From an optimization exercise on the open Yosys and OpenROAD flow, aimed at small area and a short achievable clock period; shortcuts taken in it are not production practice. Function was not checked in any run shown here: the RTL went through the layout flow alone. Power and IR drop assume default switching activity.

[flow/config.mk]
export PLATFORM = sky130hd
export DESIGN_NAME = mod
export DESIGN_NICKNAME = mod
export VERILOG_FILES = /design/flow/design.v
export SDC_FILE = /design/flow/constraint.sdc
export NUM_CORES = 4
export LEC_CHECK = 0
export ABC_AREA = 1
export CAP_MARGIN = 20
export CORE_MARGIN = 2
export CORE_UTILIZATION = 40
export SETUP_SLACK_MARGIN = 3.0
export SLEW_MARGIN = 20
[flow/constraint.sdc]
create_clock -name core_clock -period 5.2 [get_ports {clk}]
set_input_delay 1.0400 -clock core_clock [delete_from_list [all_inputs] [get_ports {clk}]]
set_output_delay 1.0400 -clock core_clock [all_outputs]
set_load 0.01 [all_outputs]
[flow/design.v]
`timescale 1ns / 1ps
module mod (
    input logic clk,
    input logic reset,
    input logic [15:0] samp,
    output logic pull,
    output logic pdata
);
    localparam logic [39:0] TH = 40'h00014CCCCC;
    logic [7:0]  cnt;
    logic [15:0] sv;
    logic [39:2] xb;
    logic [39:8] pb;
    logic [1:0] q;
    logic [5:1] cx, cx_n;
    logic [3:1] cp, cp_n;
    logic        q_out;     
    logic        pull_r;    
    wire [5:0] d0_0 = xb[7:2];
    wire o0 = 1'b0;
    wire [5:0] d1_0 = xb[13:8];
    wire a1_1 = &xb[13:8];
    wire a2_1 = &xb[13:9];
    wire g1 = a1_1 & cx[1];
    wire p1 = (a1_1 & !cx[1]) | (a2_1 & !xb[8] & cx[1]);
    wire o1 = g1 | (p1 & o0);
    wire [5:0] d2_0 = xb[19:14];
    wire a1_2 = &xb[19:14];
    wire a2_2 = &xb[19:15];
    wire g2 = a1_2 & cx[2];
    wire p2 = (a1_2 & !cx[2]) | (a2_2 & !xb[14] & cx[2]);
    wire o2 = g2 | (p2 & o1);
    wire [5:0] d3_0 = xb[25:20];
    wire a1_3 = &xb[25:20];
    wire a2_3 = &xb[25:21];
    wire g3 = a1_3 & cx[3];
    wire p3 = (a1_3 & !cx[3]) | (a2_3 & !xb[20] & cx[3]);
    wire o3 = g3 | (p3 & o2);
    wire [5:0] d4_0 = xb[31:26];
    wire a1_4 = &xb[31:26];
    wire a2_4 = &xb[31:27];
    wire g4 = a1_4 & cx[4];
    wire p4 = (a1_4 & !cx[4]) | (a2_4 & !xb[26] & cx[4]);
    wire o4 = g4 | (p4 & o3);
    wire [7:0] d5_0 = xb[39:32];
    wire s395_0 = (xb[39:32] >= 8'd128);
    wire s395_1 = ((xb[39:32] >= 8'd127) && (xb[39:32] <= 8'd254));
    wire s395_2 = ((xb[39:32] >= 8'd126) && (xb[39:32] <= 8'd253));
    wire y39 = (o4 ? (cx[5] ? s395_2 : s395_1) : (cx[5] ? s395_1 : s395_0));
    wire yz3_0 = (xb[25:20] <= 6'd31);
    wire yz3_1 = (xb[25:20] <= 6'd30) || (xb[25:20] == 6'd63);
    wire yz3_2 = (xb[25:20] <= 6'd29) || (xb[25:20] >= 6'd62);
    wire yz4_0 = (xb[31:26] == 6'd0);
    wire yz4_1 = (xb[31:26] == 6'd63);
    wire yz4_2 = (xb[31:26] == 6'd62);
    wire yz5_0 = (xb[39:32] == 8'd0) || (xb[39:32] == 8'd128);
    wire yz5_1 = (xb[39:32] == 8'd127) || (xb[39:32] == 8'd255);
    wire yz5_2 = (xb[39:32] == 8'd126) || (xb[39:32] == 8'd254);
    wire yz = (o2 ? (cx[3] ? yz3_2 : yz3_1) : (cx[3] ? yz3_1 : yz3_0)) & (o3 ? (cx[4] ? yz4_2 : yz4_1) : (cx[4] ? yz4_1 : yz4_0)) & (o4 ? (cx[5] ? yz5_2 : yz5_1) : (cx[5] ? yz5_1 : yz5_0));
    wire ya3_0 = (xb[25:20] >= 6'd32);
    wire ya3_1 = ((xb[25:20] >= 6'd31) && (xb[25:20] <= 6'd62));
    wire ya3_2 = ((xb[25:20] >= 6'd30) && (xb[25:20] <= 6'd61));
    wire ya4_0 = (xb[31:26] == 6'd63);
    wire ya4_1 = (xb[31:26] == 6'd62);
    wire ya4_2 = (xb[31:26] == 6'd61);
    wire ya5_0 = (xb[39:32] == 8'd127) || (xb[39:32] == 8'd255);
    wire ya5_1 = (xb[39:32] == 8'd126) || (xb[39:32] == 8'd254);
    wire ya5_2 = (xb[39:32] == 8'd125) || (xb[39:32] == 8'd253);
    wire ya = (o2 ? (cx[3] ? ya3_2 : ya3_1) : (cx[3] ? ya3_1 : ya3_0)) & (o3 ? (cx[4] ? ya4_2 : ya4_1) : (cx[4] ? ya4_1 : ya4_0)) & (o4 ? (cx[5] ? ya5_2 : ya5_1) : (cx[5] ? ya5_1 : ya5_0));
    wire ge1a0_0 = (xb[7:2] >= 6'd51);
    wire ge1s1_0 = (xb[13:8] >= 6'd13);
    wire ge1e1_0 = (xb[13:8] == 6'd12);
    wire ge1s1_1 = ((xb[13:8] >= 6'd12) && (xb[13:8] <= 6'd62));
    wire ge1e1_1 = (xb[13:8] == 6'd11);
    wire ge1s1_2 = ((xb[13:8] >= 6'd11) && (xb[13:8] <= 6'd61));
    wire ge1e1_2 = (xb[13:8] == 6'd10);
    wire ge1s2_0 = (xb[19:14] >= 6'd52);
    wire ge1e2_0 = (xb[19:14] == 6'd51);
    wire ge1s2_1 = ((xb[19:14] >= 6'd51) && (xb[19:14] <= 6'd62));
    wire ge1e2_1 = (xb[19:14] == 6'd50);
    wire ge1s2_2 = ((xb[19:14] >= 6'd50) && (xb[19:14] <= 6'd61));
    wire ge1e2_2 = (xb[19:14] == 6'd49);
    wire ge1s3_0 = ((xb[25:20] >= 6'd21) && (xb[25:20] <= 6'd31)) || (xb[25:20] >= 6'd53);
    wire ge1e3_0 = (xb[25:20] == 6'd20) || (xb[25:20] == 6'd52);
    wire ge1s3_1 = ((xb[25:20] >= 6'd20) && (xb[25:20] <= 6'd30)) || ((xb[25:20] >= 6'd52) && (xb[25:20] <= 6'd62));
    wire ge1e3_1 = (xb[25:20] == 6'd19) || (xb[25:20] == 6'd51);
    wire ge1s3_2 = ((xb[25:20] >= 6'd19) && (xb[25:20] <= 6'd29)) || ((xb[25:20] >= 6'd51) && (xb[25:20] <= 6'd61));
    wire ge1e3_2 = (xb[25:20] == 6'd18) || (xb[25:20] == 6'd50);
    wire ge1 = ((o2 ? (cx[3] ? ge1s3_2 : ge1s3_1) : (cx[3] ? ge1s3_1 : ge1s3_0)) | ((o2 ? (cx[3] ? ge1e3_2 : ge1e3_1) : (cx[3] ? ge1e3_1 : ge1e3_0)) & ((o1 ? (cx[2] ? ge1s2_2 : ge1s2_1) : (cx[2] ? ge1s2_1 : ge1s2_0)) | ((o1 ? (cx[2] ? ge1e2_2 : ge1e2_1) : (cx[2] ? ge1e2_1 : ge1e2_0)) & ((o0 ? (cx[1] ? ge1s1_2 : ge1s1_1) : (cx[1] ? ge1s1_1 : ge1s1_0)) | ((o0 ? (cx[1] ? ge1e1_2 : ge1e1_1) : (cx[1] ? ge1e1_1 : ge1e1_0)) & ge1a0_0))))));
    wire le2a0_0 = (xb[7:2] <= 6'd12);
    wire le2s1_0 = (xb[13:8] <= 6'd50);
    wire le2e1_0 = (xb[13:8] == 6'd51);
    wire le2s1_1 = (xb[13:8] <= 6'd49) || (xb[13:8] == 6'd63);
    wire le2e1_1 = (xb[13:8] == 6'd50);
    wire le2s1_2 = (xb[13:8] <= 6'd48) || (xb[13:8] >= 6'd62);
    wire le2e1_2 = (xb[13:8] == 6'd49);
    wire le2s2_0 = (xb[19:14] <= 6'd11);
    wire le2e2_0 = (xb[19:14] == 6'd12);
    wire le2s2_1 = (xb[19:14] <= 6'd10) || (xb[19:14] == 6'd63);
    wire le2e2_1 = (xb[19:14] == 6'd11);
    wire le2s2_2 = (xb[19:14] <= 6'd9) || (xb[19:14] >= 6'd62);
    wire le2e2_2 = (xb[19:14] == 6'd10);
    wire le2s3_0 = (xb[25:20] <= 6'd10) || ((xb[25:20] >= 6'd32) && (xb[25:20] <= 6'd42));
    wire le2e3_0 = (xb[25:20] == 6'd11) || (xb[25:20] == 6'd43);
    wire le2s3_1 = (xb[25:20] <= 6'd9) || ((xb[25:20] >= 6'd31) && (xb[25:20] <= 6'd41)) || (xb[25:20] == 6'd63);
    wire le2e3_1 = (xb[25:20] == 6'd10) || (xb[25:20] == 6'd42);
    wire le2s3_2 = (xb[25:20] <= 6'd8) || ((xb[25:20] >= 6'd30) && (xb[25:20] <= 6'd40)) || (xb[25:20] >= 6'd62);
    wire le2e3_2 = (xb[25:20] == 6'd9) || (xb[25:20] == 6'd41);
    wire le2 = ((o2 ? (cx[3] ? le2s3_2 : le2s3_1) : (cx[3] ? le2s3_1 : le2s3_0)) | ((o2 ? (cx[3] ? le2e3_2 : le2e3_1) : (cx[3] ? le2e3_1 : le2e3_0)) & ((o1 ? (cx[2] ? le2s2_2 : le2s2_1) : (cx[2] ? le2s2_1 : le2s2_0)) | ((o1 ? (cx[2] ? le2e2_2 : le2e2_1) : (cx[2] ? le2e2_1 : le2e2_0)) & ((o0 ? (cx[1] ? le2s1_2 : le2s1_1) : (cx[1] ? le2s1_1 : le2s1_0)) | ((o0 ? (cx[1] ? le2e1_2 : le2e1_1) : (cx[1] ? le2e1_1 : le2e1_0)) & le2a0_0))))));
    wire c0 = !y39 & (!yz | ge1);
    wire c1 = !y39 & (!ya | le2);
    wire s1 = xb[10] ^ pb[10] ^ q[0];
    wire c2 = (xb[10] & pb[10]) | (xb[10] & q[0]) | (pb[10] & q[0]);
    wire s3 = xb[11] ^ pb[11] ^ q[0];
    wire c4 = (xb[11] & pb[11]) | (xb[11] & q[0]) | (pb[11] & q[0]);
    wire s5 = xb[12] ^ pb[12];
    wire c6 = xb[12] & pb[12];
    wire s7 = xb[13] ^ pb[13] ^ cp[1];
    wire c8 = (xb[13] & pb[13]) | (xb[13] & cp[1]) | (pb[13] & cp[1]);
    wire s9 = xb[14] ^ pb[14] ^ q[0];
    wire c10 = (xb[14] & pb[14]) | (xb[14] & q[0]) | (pb[14] & q[0]);
    wire s11 = xb[15] ^ pb[15] ^ q[0];
    wire c12 = (xb[15] & pb[15]) | (xb[15] & q[0]) | (pb[15] & q[0]);
    wire s13 = xb[16] ^ pb[16];
    wire c14 = xb[16] & pb[16];
    wire s15 = xb[17] ^ pb[17] ^ cp[2];
    wire c16 = (xb[17] & pb[17]) | (xb[17] & cp[2]) | (pb[17] & cp[2]);
    wire s17 = xb[18] ^ pb[18] ^ q[0];
    wire c18 = (xb[18] & pb[18]) | (xb[18] & q[0]) | (pb[18] & q[0]);
    wire s19 = xb[19] ^ pb[19] ^ q[0];
    wire c20 = (xb[19] & pb[19]) | (xb[19] & q[0]) | (pb[19] & q[0]);
    wire s21 = xb[20] ^ pb[20];
    wire c22 = xb[20] & pb[20];
    wire s23 = xb[21] ^ pb[21];
    wire c24 = xb[21] & pb[21];
    wire s25 = xb[22] ^ pb[22] ^ q[0];
    wire c26 = (xb[22] & pb[22]) | (xb[22] & q[0]) | (pb[22] & q[0]);
    wire s27 = xb[23] ^ pb[23];
    wire c28 = xb[23] & pb[23];
    wire s29 = xb[24] ^ pb[24] ^ cp[3];
    wire c30 = (xb[24] & pb[24]) | (xb[24] & cp[3]) | (pb[24] & cp[3]);
    wire s31 = xb[25] ^ pb[25] ^ q[0];
    wire c32 = (xb[25] & pb[25]) | (xb[25] & q[0]) | (pb[25] & q[0]);
    wire s33 = xb[26] ^ pb[26];
    wire c34 = xb[26] & pb[26];
    wire s35 = xb[27] ^ pb[27];
    wire c36 = xb[27] & pb[27];
    wire s37 = xb[28] ^ pb[28];
    wire c38 = xb[28] & pb[28];
    wire s39 = xb[29] ^ pb[29];
    wire c40 = xb[29] & pb[29];
    wire s41 = xb[30] ^ pb[30];
    wire c42 = xb[30] & pb[30];
    wire s43 = xb[31] ^ pb[31];
    wire c44 = xb[31] & pb[31];
    wire s45 = xb[32] ^ pb[32];
    wire c46 = xb[32] & pb[32];
    wire s47 = xb[33] ^ pb[33];
    wire c48 = xb[33] & pb[33];
    wire s49 = xb[34] ^ pb[34];
    wire c50 = xb[34] & pb[34];
    wire s51 = xb[35] ^ pb[35];
    wire c52 = xb[35] & pb[35];
    wire s53 = xb[36] ^ pb[36];
    wire c54 = xb[36] & pb[36];
    wire s55 = xb[37] ^ pb[37];
    wire c56 = xb[37] & pb[37];
    wire s57 = xb[38] ^ pb[38];
    wire c58 = xb[38] & pb[38];
    wire s59 = xb[39] ^ pb[39];
    wire c60 = xb[39] & pb[39];
    wire s61 = xb[2] ^ q[0] ^ 1'b0;
    wire c62 = (xb[2] & q[0]) | (xb[2] & 1'b0) | (q[0] & 1'b0);
    wire s63 = xb[3] ^ q[0] ^ c62;
    wire c64 = (xb[3] & q[0]) | (xb[3] & c62) | (q[0] & c62);
    wire s65 = xb[4] ^ c64;
    wire c66 = xb[4] & c64;
    wire s67 = xb[5] ^ c66;
    wire c68 = xb[5] & c66;
    wire s69 = xb[6] ^ q[0] ^ c68;
    wire c70 = (xb[6] & q[0]) | (xb[6] & c68) | (q[0] & c68);
    wire s71 = xb[7] ^ q[0] ^ c70;
    wire c72 = (xb[7] & q[0]) | (xb[7] & c70) | (q[0] & c70);
    assign cx_n[1] = c72;
    wire s73 = xb[8] ^ pb[8] ^ cx[1];
    wire c74 = (xb[8] & pb[8]) | (xb[8] & cx[1]) | (pb[8] & cx[1]);
    wire s75 = xb[9] ^ pb[9] ^ c74;
    wire c76 = (xb[9] & pb[9]) | (xb[9] & c74) | (pb[9] & c74);
    wire s77 = s1 ^ c76;
    wire c78 = s1 & c76;
    wire s79 = s3 ^ c2 ^ c78;
    wire c80 = (s3 & c2) | (s3 & c78) | (c2 & c78);
    wire s81 = s5 ^ c4 ^ c80;
    wire c82 = (s5 & c4) | (s5 & c80) | (c4 & c80);
    wire s83 = s7 ^ c6 ^ c82;
    wire c84 = (s7 & c6) | (s7 & c82) | (c6 & c82);
    assign cx_n[2] = c84;
    wire s85 = s9 ^ c8 ^ cx[2];
    wire c86 = (s9 & c8) | (s9 & cx[2]) | (c8 & cx[2]);
    wire s87 = s11 ^ c10 ^ c86;
    wire c88 = (s11 & c10) | (s11 & c86) | (c10 & c86);
    wire s89 = s13 ^ c12 ^ c88;
    wire c90 = (s13 & c12) | (s13 & c88) | (c12 & c88);
    wire s91 = s15 ^ c14 ^ c90;
    wire c92 = (s15 & c14) | (s15 & c90) | (c14 & c90);
    wire s93 = s17 ^ c16 ^ c92;
    wire c94 = (s17 & c16) | (s17 & c92) | (c16 & c92);
    wire s95 = s19 ^ c18 ^ c94;
    wire c96 = (s19 & c18) | (s19 & c94) | (c18 & c94);
    assign cx_n[3] = c96;
    wire s97 = s21 ^ c20 ^ cx[3];
    wire c98 = (s21 & c20) | (s21 & cx[3]) | (c20 & cx[3]);
    wire s99 = s23 ^ c22 ^ c98;
    wire c100 = (s23 & c22) | (s23 & c98) | (c22 & c98);
    wire s101 = s25 ^ c24 ^ c100;
    wire c102 = (s25 & c24) | (s25 & c100) | (c24 & c100);
    wire s103 = s27 ^ c26 ^ c102;
    wire c104 = (s27 & c26) | (s27 & c102) | (c26 & c102);
    wire s105 = s29 ^ c28 ^ c104;
    wire c106 = (s29 & c28) | (s29 & c104) | (c28 & c104);
    wire s107 = s31 ^ c30 ^ c106;
    wire c108 = (s31 & c30) | (s31 & c106) | (c30 & c106);
    assign cx_n[4] = c108;
    wire s109 = s33 ^ c32 ^ cx[4];
    wire c110 = (s33 & c32) | (s33 & cx[4]) | (c32 & cx[4]);
    wire s111 = s35 ^ c34 ^ c110;
    wire c112 = (s35 & c34) | (s35 & c110) | (c34 & c110);
    wire s113 = s37 ^ c36 ^ c112;
    wire c114 = (s37 & c36) | (s37 & c112) | (c36 & c112);
    wire s115 = s39 ^ c38 ^ c114;
    wire c116 = (s39 & c38) | (s39 & c114) | (c38 & c114);
    wire s117 = s41 ^ c40 ^ c116;
    wire c118 = (s41 & c40) | (s41 & c116) | (c40 & c116);
    wire s119 = s43 ^ c42 ^ c118;
    wire c120 = (s43 & c42) | (s43 & c118) | (c42 & c118);
    assign cx_n[5] = c120;
    wire s121 = s45 ^ c44 ^ cx[5];
    wire c122 = (s45 & c44) | (s45 & cx[5]) | (c44 & cx[5]);
    wire s123 = s47 ^ c46 ^ c122;
    wire c124 = (s47 & c46) | (s47 & c122) | (c46 & c122);
    wire s125 = s49 ^ c48 ^ c124;
    wire c126 = (s49 & c48) | (s49 & c124) | (c48 & c124);
    wire s127 = s51 ^ c50 ^ c126;
    wire c128 = (s51 & c50) | (s51 & c126) | (c50 & c126);
    wire s129 = s53 ^ c52 ^ c128;
    wire c130 = (s53 & c52) | (s53 & c128) | (c52 & c128);
    wire s131 = s55 ^ c54 ^ c130;
    wire c132 = (s55 & c54) | (s55 & c130) | (c54 & c130);
    wire s133 = s57 ^ c56 ^ c132;
    wire c134 = (s57 & c56) | (s57 & c132) | (c56 & c132);
    wire s135 = s59 ^ c58 ^ c134;
    wire c136 = (s59 & c58) | (s59 & c134) | (c58 & c134);
    wire [5:0] ps137 = {1'b0, pb[12], pb[11], pb[10], pb[9], pb[8]} + {1'b0, ~sv[4], ~sv[3], ~sv[2], ~sv[1], ~sv[0]} + 6'(1'b1);
    assign cp_n[1] = ps137[5];
    wire [4:0] ps138 = {1'b0, pb[16], pb[15], pb[14], pb[13]} + {1'b0, ~sv[8], ~sv[7], ~sv[6], ~sv[5]} + 5'(cp[1]);
    assign cp_n[2] = ps138[4];
    wire [7:0] ps139 = {1'b0, pb[23], pb[22], pb[21], pb[20], pb[19], pb[18], pb[17]} + {1'b0, ~sv[15], ~sv[14], ~sv[13], ~sv[12], ~sv[11], ~sv[10], ~sv[9]} + 8'(cp[2]);
    assign cp_n[3] = ps139[7];
    wire inc140 = cp[3] & !(~q[1]);
    wire dec141 = (~q[1]) & !cp[3];
    wire t142 = inc140 | dec141;
    wire s143 = pb[24] ^ t142;
    wire t144 = (inc140 & pb[24]) | (dec141 & !(pb[24]));
    wire s145 = pb[25] ^ t144;
    wire t146 = (inc140 & pb[24] & pb[25]) | (dec141 & !(pb[24] | pb[25]));
    wire s147 = pb[26] ^ t146;
    wire t148 = (inc140 & pb[24] & pb[25] & pb[26]) | (dec141 & !(pb[24] | pb[25] | pb[26]));
    wire s149 = pb[27] ^ t148;
    wire t150 = (inc140 & pb[24] & pb[25] & pb[26] & pb[27]) | (dec141 & !(pb[24] | pb[25] | pb[26] | pb[27]));
    wire s151 = pb[28] ^ t150;
    wire t152 = (inc140 & pb[24] & pb[25] & pb[26] & pb[27] & pb[28]) | (dec141 & !(pb[24] | pb[25] | pb[26] | pb[27] | pb[28]));
    wire s153 = pb[29] ^ t152;
    wire t154 = (inc140 & pb[24] & pb[25] & pb[26] & pb[27] & pb[28] & pb[29]) | (dec141 & !(pb[24] | pb[25] | pb[26] | pb[27] | pb[28] | pb[29]));
    wire s155 = pb[30] ^ t154;
    wire t156 = (inc140 & pb[24] & pb[25] & pb[26] & pb[27] & pb[28] & pb[29] & pb[30]) | (dec141 & !(pb[24] | pb[25] | pb[26] | pb[27] | pb[28] | pb[29] | pb[30]));
    wire s157 = pb[31] ^ t156;
    wire t158 = (inc140 & pb[24] & pb[25] & pb[26] & pb[27] & pb[28] & pb[29] & pb[30] & pb[31]) | (dec141 & !(pb[24] | pb[25] | pb[26] | pb[27] | pb[28] | pb[29] | pb[30] | pb[31]));
    wire s159 = pb[32] ^ t158;
    wire t160 = (inc140 & pb[24] & pb[25] & pb[26] & pb[27] & pb[28] & pb[29] & pb[30] & pb[31] & pb[32]) | (dec141 & !(pb[24] | pb[25] | pb[26] | pb[27] | pb[28] | pb[29] | pb[30] | pb[31] | pb[32]));
    wire s161 = pb[33] ^ t160;
    wire t162 = (inc140 & pb[24] & pb[25] & pb[26] & pb[27] & pb[28] & pb[29] & pb[30] & pb[31] & pb[32] & pb[33]) | (dec141 & !(pb[24] | pb[25] | pb[26] | pb[27] | pb[28] | pb[29] | pb[30] | pb[31] | pb[32] | pb[33]));
    wire s163 = pb[34] ^ t162;
    wire t164 = (inc140 & pb[24] & pb[25] & pb[26] & pb[27] & pb[28] & pb[29] & pb[30] & pb[31] & pb[32] & pb[33] & pb[34]) | (dec141 & !(pb[24] | pb[25] | pb[26] | pb[27] | pb[28] | pb[29] | pb[30] | pb[31] | pb[32] | pb[33] | pb[34]));
    wire s165 = pb[35] ^ t164;
    wire t166 = (inc140 & pb[24] & pb[25] & pb[26] & pb[27] & pb[28] & pb[29] & pb[30] & pb[31] & pb[32] & pb[33] & pb[34] & pb[35]) | (dec141 & !(pb[24] | pb[25] | pb[26] | pb[27] | pb[28] | pb[29] | pb[30] | pb[31] | pb[32] | pb[33] | pb[34] | pb[35]));
    wire s167 = pb[36] ^ t166;
    wire t168 = (inc140 & pb[24] & pb[25] & pb[26] & pb[27] & pb[28] & pb[29] & pb[30] & pb[31] & pb[32] & pb[33] & pb[34] & pb[35] & pb[36]) | (dec141 & !(pb[24] | pb[25] | pb[26] | pb[27] | pb[28] | pb[29] | pb[30] | pb[31] | pb[32] | pb[33] | pb[34] | pb[35] | pb[36]));
    wire s169 = pb[37] ^ t168;
    wire t170 = (inc140 & pb[24] & pb[25] & pb[26] & pb[27] & pb[28] & pb[29] & pb[30] & pb[31] & pb[32] & pb[33] & pb[34] & pb[35] & pb[36] & pb[37]) | (dec141 & !(pb[24] | pb[25] | pb[26] | pb[27] | pb[28] | pb[29] | pb[30] | pb[31] | pb[32] | pb[33] | pb[34] | pb[35] | pb[36] | pb[37]));
    wire s171 = pb[38] ^ t170;
    wire t172 = (inc140 & pb[24] & pb[25] & pb[26] & pb[27] & pb[28] & pb[29] & pb[30] & pb[31] & pb[32] & pb[33] & pb[34] & pb[35] & pb[36] & pb[37] & pb[38]) | (dec141 & !(pb[24] | pb[25] | pb[26] | pb[27] | pb[28] | pb[29] | pb[30] | pb[31] | pb[32] | pb[33] | pb[34] | pb[35] | pb[36] | pb[37] | pb[38]));
    wire s173 = pb[39] ^ t172;
    wire [39:2] xb_n = {s135, s133, s131, s129, s127, s125, s123, s121, s119, s117, s115, s113, s111, s109, s107, s105, s103, s101, s99, s97, s95, s93, s91, s89, s87, s85, s83, s81, s79, s77, s75, s73, s71, s69, s67, s65, s63, s61};
    wire [39:8] pb_n = {s173, s171, s169, s167, s165, s163, s161, s159, s157, s155, s153, s151, s149, s147, s145, s143, ps139[6], ps139[5], ps139[4], ps139[3], ps139[2], ps139[1], ps139[0], ps138[3], ps138[2], ps138[1], ps138[0], ps137[4], ps137[3], ps137[2], ps137[1], ps137[0]};
    always_ff @(posedge clk or posedge reset) begin
        if (reset) begin
            cnt <= 8'hFF;
            pull_r <= 1'b1;
            sv  <= '0;
            xb  <= 38'h2000533332;
            pb  <= '0;
            q   <= '0;
            q_out <= 1'b0;
            cx  <= '0;
            cp  <= '0;
        end else begin
            cnt <= cnt + 8'd1;
            pull_r <= (cnt == 8'hFE);
            if (cnt == 8'hFF) sv <= samp;
            xb  <= xb_n;
            pb  <= pb_n;
            cx  <= cx_n;
            cp  <= cp_n;
            q[0] <= q[0] ? c1 : c0;
            q[1] <= q[1] ? c1 : c0;
            q_out <= q_out ? c1 : c0;
        end
    end
    assign pull  = pull_r;
    assign pdata = q_out;
endmodule
[flow/flow/run.sh]
#!/bin/bash
# The standard layout (the standard.sh), but without Yosys's full-adder
# extraction (ADDER_MAP_FILE empty): ABC then maps the adders itself, into
# faster gates than the fixed sky130 fa/ha cells. Registers are unchanged.
set -euo pipefail
bash standard.sh ADDER_MAP_FILE=  finish > standard_flow.log 2>&1
[flow/standard.sh]
#!/bin/bash
# synth_recipe.tcl (not shown) runs the flow's synth.tcl, then flattens the netlist and writes it again
# the make line also repeats each setting of config.mk as NAME=value (left out here)
make -C /OpenROAD-flow-scripts/flow DESIGN_CONFIG=/design/flow/config.mk WORK_HOME=/design/flow/orfs CLKGATE_MAP_FILE= SYNTH_SCRIPT=/design/flow/synth_recipe.tcl "${@:-finish}"
==> out/results.ini, run 1 <==
[detailed_routing]
wire_per_inst_um = 10.4
totalWireLength_mm = 13.1
vias = 5852
drtAntennaViolNets = 0
viasPerCell = 4.65
drt-initial-drc-count = 253
drc = 0
first_pass_iters = 4

[placed_design]
placed_cell_area_um2 = 7380
dpl.hpwl_mm = 9.90
place_ws_ps = 2620
portBuffers = 19
gp_congestion = 0.797

[final_layout]
diodes = 0
layout_commonest_cell = nand2_1
final_net_count = 1047
final_util_pct = 45.5
area_delta_synth_final_pct = 12.1
nFillCells = 1765
final_area_um2 = 7810
final_cell_mix = nand2_1 (273), nor2_1 (143), inv_1 (128)
final_layout_size_suffix_gt1_share_pct = 10.7

[yosys]
syn_nets = 1020
synth-adder-area-share_pct = 0
synth-compound-area-share_pct = 9.06
synth-seq-area-share_pct = 38.5
synth_edf_count = 0
synth_xor_area_share_pct = 8.81
synth.cell_area_um2 = 6960
synth_flop_cell = dfrtp_1
ys_ff_latch = 106
synthSimpleGateAreaFrac_pct = 33.9
yosys-top-cells-area = dfrtp_1 (31%), nand2_1 (15%), dfstp_2 (7.9%), nor2_1 (7.9%), inv_1 (7.1%)
yosys.area.top_type = dfrtp_1
syn_inst = 1002
synth_top_family_by_area = simple AND/OR/NAND/NOR gates
synth_cell_types = 44
muxShareOfSynthArea_pct = 1.44
avgSynthCellArea_um2 = 6.95
yosysTopAreaCellShare_pct = 30.5
synth_warnings = 1
synth-async-reset-ratio_pct = 100

[clocking]
path_clk_slew_ps = 80
clock_sinks = 106
cts.path.max_buffers = 2
cts_root_buf = clkbuf_16
h-tree-depth = 3
clock_latency_ps = 360
cts_tree = done
cts_made_buffers = 9
cts_hold_buf = 0

[job]
maxCapViolCount = 0

[timing]
whs_ps = 463
fin_crit_sh_pct = 41.4
setup_violations = 0
finalHoldViolations = 0
layout_setup_ws_ps = 3050
rsz0062_at_grt = false
clock_skew_ps = 8.63
slew_headroom_pct = 57.6
max_freq_ghz = 0.465
drv_slew = 0
layout_min_cycle_time_ps = 2150
tns_ps = 0
worstMarginPinSlew_ps = 634

[global_route]
grt_max_degree = 48
grt_pass1_wl_mm = 23.0
grt_overflow = 0
grt_usage_pct = 15.2
antenna_found_initial = 0
grt_pass1_vias = 5269

[status]
outcome = no timing/DRC/antenna violations

[hold_path]
hold_start = sv[0]$_DFFE_PP0N_
hold_depth = 1
worst_hold_path.endpoint = pb[8]$_DFF_PP0_
hp-class = reg -> reg

[setup_path]
worst_r2r_startpoint = pb[25]$_DFF_PP0_
crit_family = flip-flops
slowest_stage = dfstp_2
crit_chain = clkdlybuf4s15_1
reg2regPathDepth = 11
cp_num_buf_inv = 1
rr_endpoint = pb[38]$_DFF_PP0_
crit_start = pull_r$_DFF_PP1_
cp_slowest_stage_delay_ps = 520
regToRegSetupSlack_ps = 3200
endpoint_kind = primary output
cp.arrival_ps = 1110
critPathRequiredTime_ps = 4160
cp-start-kind = register
worstSetupPathType = reg -> out
crit_fanout = 1

[floorplanning]
die-area_um2 = 18500
die_h_um = 136
num_rows = 48
ioPinCount = 20
start_util_pct = 40.5
die_w_um = 136
core_um2 = 17200

[power_and_ir_drop]
peakVddDrop_v = 0.000254
powerDensity_nw_per_um2 = 701
p_leak_nw = 4.02

## layout make-up
type                    count  area (um^2)  share of cell area (%)
clock inverters             6         53.8                   0.689
multi-input cells         745         3740                    47.9
inverters                 137          524                    6.71
clock buffers              10          250                    3.20
repair buffers             30          275                    3.53
well taps                 225          282                    3.61
flip-flops and latches    106         2680                    34.4
## synthesized netlist by cell type (4+ instances only)
library cell  count
buf_2             7
o21ai_2           4
a21oi_1          31
nor2_1          146
xnor2_1          20
dfrtp_1          85
dfstp_2          21
o21ai_0          49
nand4_1           7
nand3_1          76
nor3_1            9
mux2_2            8
inv_1           131
nor2_4            4
nand2_1         277
or2_2            11
nor2_2            7
inv_2             5
nand2_2           5
xor2_1           50
o211ai_1          5
clkbuf_1          6
o21ai_1           5
## timing repair
| action | 4_1_cts | 5_1_grt |
|---|---|---|
| resized for setup | 3 | 20 |
| setup endpoints to repair | 9 | 71 |
| setup buffers | 1 | 8 |
| pin swaps | 0 | 3 |
## cells by family after synthesis
| kind of cell | Yosys count |
|---|---|
| buffers and inverters | 151 |
| AOI/OAI and AO/OA | 112 |
| and+or+nand+nor | 554 |
| DFF | 106 |
| muxes | 9 |
| xor gates and xnor gates | 70 |
## per-layer routing
metal / track usage (%) / vias to the layer above / wire length [um]
met2: 25.4 / 43 / 6050
li1: - / 3215 / -
met5: 0 / - / 0
met1: 20.0 / 2585 / 6660
met4: 4.75 / 0 / 153
met3: 2.72 / 9 / 274
## sequential cells by signal (all words and copies together) (netlist names)
register  flops
xb           38
pb           32
sv           16
cnt           8
cx            5
cp            3
q             2
pull_r        1
q_out         1
## where the power goes
group	internal, W	total, W	switching (W)
combinational	0.00124	0.00307	0.00183
clock	0.000364	0.000696	0.000332
sequential	0.00126	0.00171	0.000449
total	0.00286	0.00547	0.00262
## through the flow
stage	total power, W	std cells
final	0.00547	1259
after global routing	0.00609	1259
after CTS	0.00546	1251
after detailed placement	0.00473	1234
after global placement	0.00469	1234
after floorplan	0.00421	1002
## worst register-to-register path: stages, from the launching register on
cell	delay [ps]
dfrtp_2	470
nor2_4	160
nand4_2	140
nor2_4	150
nand4_1	190
nor2_2	160
nand3_1	110
nor2_1	140
nand2_1	80
nand2_1	60
nand2_1	50
o21a_1	180
## how the worst max path moves through the flow
stage               depth (start not counted)            endpoint
detailed placement                          3  sv[13]$_DFFE_PP0N_
finish                                      1                pull
global placement                            3  sv[13]$_DFFE_PP0N_
floorplan                                   1     cp[1]$_DFF_PP0_
CTS                                         1                pull
global route                               11    pb[38]$_DFF_PP0_
==> run 2: changes to the inputs <==
--- a/flow/config.mk
+++ b/flow/config.mk
@@ -9,5 +9,5 @@
 export CAP_MARGIN = 20
 export CORE_MARGIN = 2
 export CORE_UTILIZATION = 40
-export SETUP_SLACK_MARGIN = 3.0
+export SETUP_SLACK_MARGIN = 3.2
 export SLEW_MARGIN = 20
==> run 2 against run 1 <==
Against the previous run:
- still clean on timing, DRC and antenna
- worst setup slack gained 130 ps
- sequential power is essentially flat
- flip-flop and latch count is the same
- non-clock buffer count grew 15
- combinational power grew 8.5%
- area after synthesis is the same
- via count grew 1.8%
- first-iteration DRC count shrank 1.6%
- maximum frequency grew 6.2%
- die area is the same
- largest power group unchanged
==> out/results.ini, run 2 <==
[global_route]
grt_max_degree = 48
grt_usage_pct = 15.5
grt_overflow = 0
antenna_found_initial = 0
grt_pass1_vias = 5298
grt_pass1_wl_mm = 23.4

[clocking]
cts.path.max_buffers = 2
path_clk_slew_ps = 80
clock_latency_ps = 360
h-tree-depth = 3
cts_tree = done
cts_hold_buf = 0
cts_made_buffers = 9
clock_sinks = 106
cts_root_buf = clkbuf_16

[floorplanning]
die_w_um = 136
num_rows = 48
core_um2 = 17200
die-area_um2 = 18500
start_util_pct = 40.5
die_h_um = 136
ioPinCount = 20

[final_layout]
final_area_um2 = 8070
final_util_pct = 47.0
largestRegisters = xb (38), pb (32), sv (16)
final_net_count = 1063
layout_commonest_cell = nand2_1
final_layout_size_suffix_gt1_share_pct = 15.7
area_delta_synth_final_pct = 15.9
diodes = 0
final_cell_mix = nand2_1 (259), nor2_1 (137), inv_1 (127)
largest_register_ffs = 38
top_register = xb

[yosys]
synth_warnings = 1
synth.cell_area_um2 = 6960
synth_most_common_cell = nand2_1
synth_xor_area_share_pct = 8.81
avgSynthCellArea_um2 = 6.95
yosys.area.top_type = dfrtp_1
synth_flop_cell = dfrtp_1
synth.cells.most_frequent = nand2_1 (277), nor2_1 (146), inv_1 (131)
muxShareOfSynthArea_pct = 1.44
synthSimpleGateAreaFrac_pct = 33.9
synth-adder-area-share_pct = 0
synth-async-reset-ratio_pct = 100
syn_inst = 1002
ys_ff_latch = 106
synth-compound-area-share_pct = 9.06
syn_nets = 1020
yosys-top-cells-area = dfrtp_1 (31%), nand2_1 (15%), dfstp_2 (7.9%), nor2_1 (7.9%), inv_1 (7.1%)
yosysTopAreaCellShare_pct = 30.5
synth_top_family_by_area = simple AND/OR/NAND/NOR gates
synth-seq-area-share_pct = 38.5
synth_cell_types = 44
synth_edf_count = 0

[timing]
slew_headroom_pct = 56.6
worstMarginPinSlew_ps = 647
max_freq_ghz = 0.493
setup_violations = 0
layout_min_cycle_time_ps = 2030
clock_skew_ps = 9.31
rsz0062_at_grt = true
fin_crit_sh_pct = 39.0
finalHoldViolations = 0
drv_slew = 0
tns_ps = 0

[detailed_routing]
first_pass_iters = 4
drtAntennaViolNets = 0
wire_per_inst_um = 10.7
vias = 5956
drt-initial-drc-count = 249
drc = 0
totalWireLength_mm = 13.6
viasPerCell = 4.67

[setup_path]
worstSetupPathType = reg -> out
cp-start-kind = register
critPathRequiredTime_ps = 4160
cp_num_buf_inv = 1
crit_chain = buf_6
cp_slowest_stage_delay_ps = 530
cp.arrival_ps = 990
crit_fanout = 1
crit_family = flip-flops
endpoint_kind = primary output
slowest_stage = dfstp_2

[hold_path]
hp-class = reg -> reg

[power_and_ir_drop]
peakVddDrop_v = 0.000254
powerDensity_nw_per_um2 = 709
p_leak_nw = 4.15

[placed_design]
gp_congestion = 0.797
portBuffers = 19
dpl.hpwl_mm = 9.90
placed_cell_area_um2 = 7380

[job]
maxCapViolCount = 0

[status]
outcome = no timing/DRC/antenna violations

-- run 2: logic make-up (layout without fill, tap and decap cells) --
group | count (synthesis) | count (layout)
DFF | 106 | 106
muxes | 9 | 9
buffers and inverters | 151 | 199
xor gates and xnor gates | 70 | 70
AOI/OAI and AO/OA | 112 | 112
and+or+nand+nor | 554 | 554
-- run 2: area by class of cell --
cell class	instances	area, um^2
inverters	137	524
repair inverters	1	5.00
multi-input cells	745	3870
flip-flops and latches	106	2690
clock buffers	10	250
fillers	1753	9110
well taps	225	282
repair buffers	45	397
clock inverters	6	53.8
-- run 2: layer usage --
layer	global-route usage, %	up-vias	wire, um
li1	-	3241	-
met1	20.7	2653	6890
met2	25.8	51	6240
met3	2.72	11	299
met4	4.51	0	166
met5	0	-	0
-- run 2: final timing paths --
path / from / endpoint / slack [ps] / depth (start not counted)
worst min-delay path: sv[0]$_DFFE_PP0N_ / pb[8]$_DFF_PP0_ / 460 / 1
min in group asynchronous: reset / pb[38]$_DFF_PP0_ / 1140 / 2
worst min register to register: sv[0]$_DFFE_PP0N_ / pb[8]$_DFF_PP0_ / 460 / 1
worst max-delay path: pull_r$_DFF_PP1_ / pull / 3170 / 1
worst max register to register: xb[19]$_DFF_PP1_ / q[1]$_DFF_PP0_ / 3250 / 13
max in group asynchronous: reset / xb[22]$_DFF_PP1_ / 3380 / 3
-- run 2: per-stage QoR --
stage                     std cells  power [W]  setup WS, ps  hold WS (ps)
after floorplan                1002    0.00421          2900           442
final                          1275    0.00572          3170           463
after global routing           1275    0.00634          3100           483
after detailed placement       1234    0.00473          2620           458
after global placement         1234    0.00469          2610           451
after CTS                      1261    0.00553          3030           469
-- run 2: what timing repair did --
action | in CTS | in global routing
gates cloned | 1 | 0
pin swaps | 1 | 19
gates resized for setup | 20 | 57
buffers inserted | 10 | 14
endpoints found under the setup margin | 109 | 51
endpoints found under the hold margin | 0 | 0
-- run 2: power breakdown --
| part | internal (W) | switching, W |
|---|---|---|
| clock | 0.000364 | 0.000335 |
| combinational | 0.00137 | 0.00196 |
| sequential | 0.00126 | 0.000435 |
==> run 3: changes to the inputs <==
--- a/flow/config.mk
+++ b/flow/config.mk
@@ -9,5 +9,5 @@
 export CAP_MARGIN = 20
 export CORE_MARGIN = 2
 export CORE_UTILIZATION = 40
-export SETUP_SLACK_MARGIN = 3.2
+export SETUP_SLACK_MARGIN = 3.4
 export SLEW_MARGIN = 20
==> run 3 against run 2 <==
Against the previous run:
- cell count rose by 3.8%
- area after synthesis did not move
- via count rose by 5.7%
- worst hold slack improved by 2.0 ps
- clock power rose by 7.7%
- flip-flop and latch count did not move
- critical path depth did not move
- critical endpoint unchanged
==> out/results.ini, run 3 <==
[setup_path]
worstSetupPathType = reg -> out
cp_num_buf_inv = 1
endpoint_kind = primary output
cp_slowest_stage_delay_ps = 530
crit_family = flip-flops
crit_chain = buf_6
worst_r2r_startpoint = xb[24]$_DFF_PP1_
cp.arrival_ps = 990
cp-start-kind = register
critPathRequiredTime_ps = 4160
crit_fanout = 1
crit_start = pull_r$_DFF_PP1_
slowest_stage = dfstp_2
regToRegSetupSlack_ps = 3250

[clocking]
clock_sinks = 106
h-tree-depth = 3
cts_hold_buf = 0
cts.path.max_buffers = 2
cts_root_buf = clkbuf_16
path_clk_slew_ps = 80
cts_made_buffers = 9
cts_tree = done
clock_latency_ps = 360

[timing]
worstMarginPinSlew_ps = 447
max_freq_ghz = 0.493
finalHoldViolations = 0
layout_setup_ws_ps = 3170
rsz0062_at_grt = true
tns_ps = 0
whs_ps = 465
slew_headroom_pct = 70.2
fin_crit_sh_pct = 39.0
drv_slew = 0
setup_violations = 0
clock_skew_ps = 8.28
layout_min_cycle_time_ps = 2030

[detailed_routing]
drtAntennaViolNets = 0
totalWireLength_mm = 15.4
drc = 0
first_pass_iters = 5
vias = 6295
drt-initial-drc-count = 235
wire_per_inst_um = 11.6
viasPerCell = 4.75

[yosys]
yosysTopAreaCellShare_pct = 30.5
synth-async-reset-ratio_pct = 100
synth.cells.most_frequent = nand2_1 (277), nor2_1 (146), inv_1 (131)
synth.cell_area_um2 = 6960
synth_edf_count = 0
yosys-top-cells-area = dfrtp_1 (31%), nand2_1 (15%), dfstp_2 (7.9%), nor2_1 (7.9%), inv_1 (7.1%)
ys_ff_latch = 106
syn_inst = 1002
avgSynthCellArea_um2 = 6.95
syn_nets = 1020
synth_flop_cell = dfrtp_1
synth_cell_types = 44
yosys.area.top_type = dfrtp_1
synth_most_common_cell = nand2_1
synth_warnings = 1
synth-seq-area-share_pct = 38.5

[final_layout]
final_util_pct = 51.6
area_delta_synth_final_pct = 27.2
diodes = 0
layout.cells.non_filler = 1324
final_net_count = 1112
nFillCells = 1686
final_cell_mix = nand2_1 (228), nor2_1 (126), inv_1 (122)
layout_commonest_cell = nand2_1
largestRegisters = xb (38), pb (32), sv (16)
top_register = xb
largest_register_ffs = 38
final_layout_size_suffix_gt1_share_pct = 26.6

[hold_path]
hp-class = reg -> reg
hold_start = sv[0]$_DFFE_PP0N_

[status]
outcome = no timing/DRC/antenna violations

[placed_design]
place_ws_ps = 2610
dpl.hpwl_mm = 9.98
portBuffers = 19
place_inst = 1234
gp_congestion = 0.805

[global_route]
grt_usage_pct = 17.1
grt_pass1_wl_mm = 25.7
grt_max_degree = 42
grt_pass1_vias = 5833
grt_overflow = 0
antenna_found_initial = 0

[floorplanning]
die_h_um = 136
ioPinCount = 20
core_um2 = 17200
die_w_um = 136
die-area_um2 = 18500
num_rows = 48
start_util_pct = 40.5

[power_and_ir_drop]
p_leak_nw = 4.46
powerDensity_nw_per_um2 = 744
peakVddDrop_v = 0.000269

[job]
maxCapViolCount = 0

-- run 3: metal layers --
metal	track usage, %	vias to the layer above	share of wire [%]
met1	21.8	2884	47
met3	3.06	19	2.1
met5	0	-	0
met4	6.08	0	1.8
li1	-	3334	-
met2	29.3	58	49
-- run 3: worst reg2reg max path, stage by stage (launching register included) --
cell and delay [ps]:
dfstp_2 580, buf_6 120, nand2_1 80, inv_2 80, nand3_1 100, o21ai_2 80
nand3_2 120, nand2_4 110, nand2_4 70, nand2_4 80, nand2_1 50, nand2_1 100
nand3_2 120, nand3_2 90, nand2_1 50
-- run 3: per-stage QoR --
step	power, W	area, um^2
2_1_floorplan	0.00421	6970
3_5_place_dp	0.00474	7380
3_3_place_gp	0.00469	7380
4_1_cts	0.00588	8210
6_report	0.00659	8850
5_1_grt	0.00725	8850
-- run 3: report_power, final --
group,switching (W),internal [W]
Clock,0.000327,0.000426
Sequential,0.000439,0.00127
Combinational,0.00234,0.00179
-- run 3: path summary, 6_finish.rpt --
kind / cells after the start / to
hold reg to reg: 1 / pb[8]$_DFF_PP0_
max in group asynchronous: 4 / xb[18]$_DFF_PP1_
min in group asynchronous: 2 / xb[9]$_DFF_PP0_
setup / recovery: 1 / pull
setup reg to reg: 14 / q[1]$_DFF_PP0_
hold / removal: 1 / pb[8]$_DFF_PP0_
-- run 3: cell families (layout without fill, tap and decap cells) --
kind of cell,after synthesis,in the layout,share of synthesized area [%]
muxes,9,9,1.44
xor gates and xnor gates,70,70,8.81
and+or+nand+nor,554,554,33.9
DFF,106,106,38.5
AOI/OAI and AO/OA,112,112,9.06
buffers and inverters,151,248,8.37
-- run 3: cell type report --
cell class / count / area [um^2] / share of cell area (%)
inverter: 137 / 542 / 6.12
clock buffer: 9 / 225 / 2.54
timing repair buffer: 94 / 808 / 9.13
sequential: 106 / 2700 / 30.5
timing repair inverter: 1 / 7.51 / 0.0848
clock inverter: 7 / 98.8 / 1.12
multi-input combinational: 745 / 4190 / 47.4
tap: 225 / 282 / 3.18
-- run 3: what timing repair did --
item	in CTS	in global routing
endpoints found under the setup margin	119	52
pin swaps	30	65
endpoints found under the hold margin	0	0
resized for setup	60	132
cloned	1	0
setup buffers	43	30

==> static timing again, ports no longer ideal <==
Ports are ideal in the flow. The routed layouts listed here were re-timed in OpenROAD.
Step 1 sets driving cells, clkbuf_16 on the clock port and buf_2 on the other inputs (assumed; they add their load-dependent delay and slew).
Step 2 adds t to the input delays and takes it off the output delays; t is the mean of the earliest and latest rising clock arrival at the registers after step 1. Input paths then give back, and output paths get back, about the clock's delay inside the block.
Slacks: ideal / step 1 / step 2; pairs: ideal / step 1.
| run | shift t [ns] | setup slack, ns | latest minus earliest clock arrival (ns) | worst register clock-pin slew, ns | worst slew at a driven data input, ns |
|---|---|---|---|---|---|
| run 1 | 0.395 | 3.048 / 3.010 / 2.850 | 0.011 / 0.011 | 0.08 / 0.08 | 0.04 |
| run 2 | 0.395 | 3.174 / 3.135 / 2.999 | 0.011 / 0.011 | 0.08 / 0.08 | 0.04 |
| run 3 | 0.400 | 3.173 / 3.131 / 3.052 | 0.009 / 0.009 | 0.08 / 0.08 | 0.04 |
After both steps every run listed still meets setup and hold. The setup slack of run 1, which loses most, moves by -0.038 ns with the drivers and by -0.198 ns with both steps. The worst setup slack also covers recovery checks on asynchronous resets.
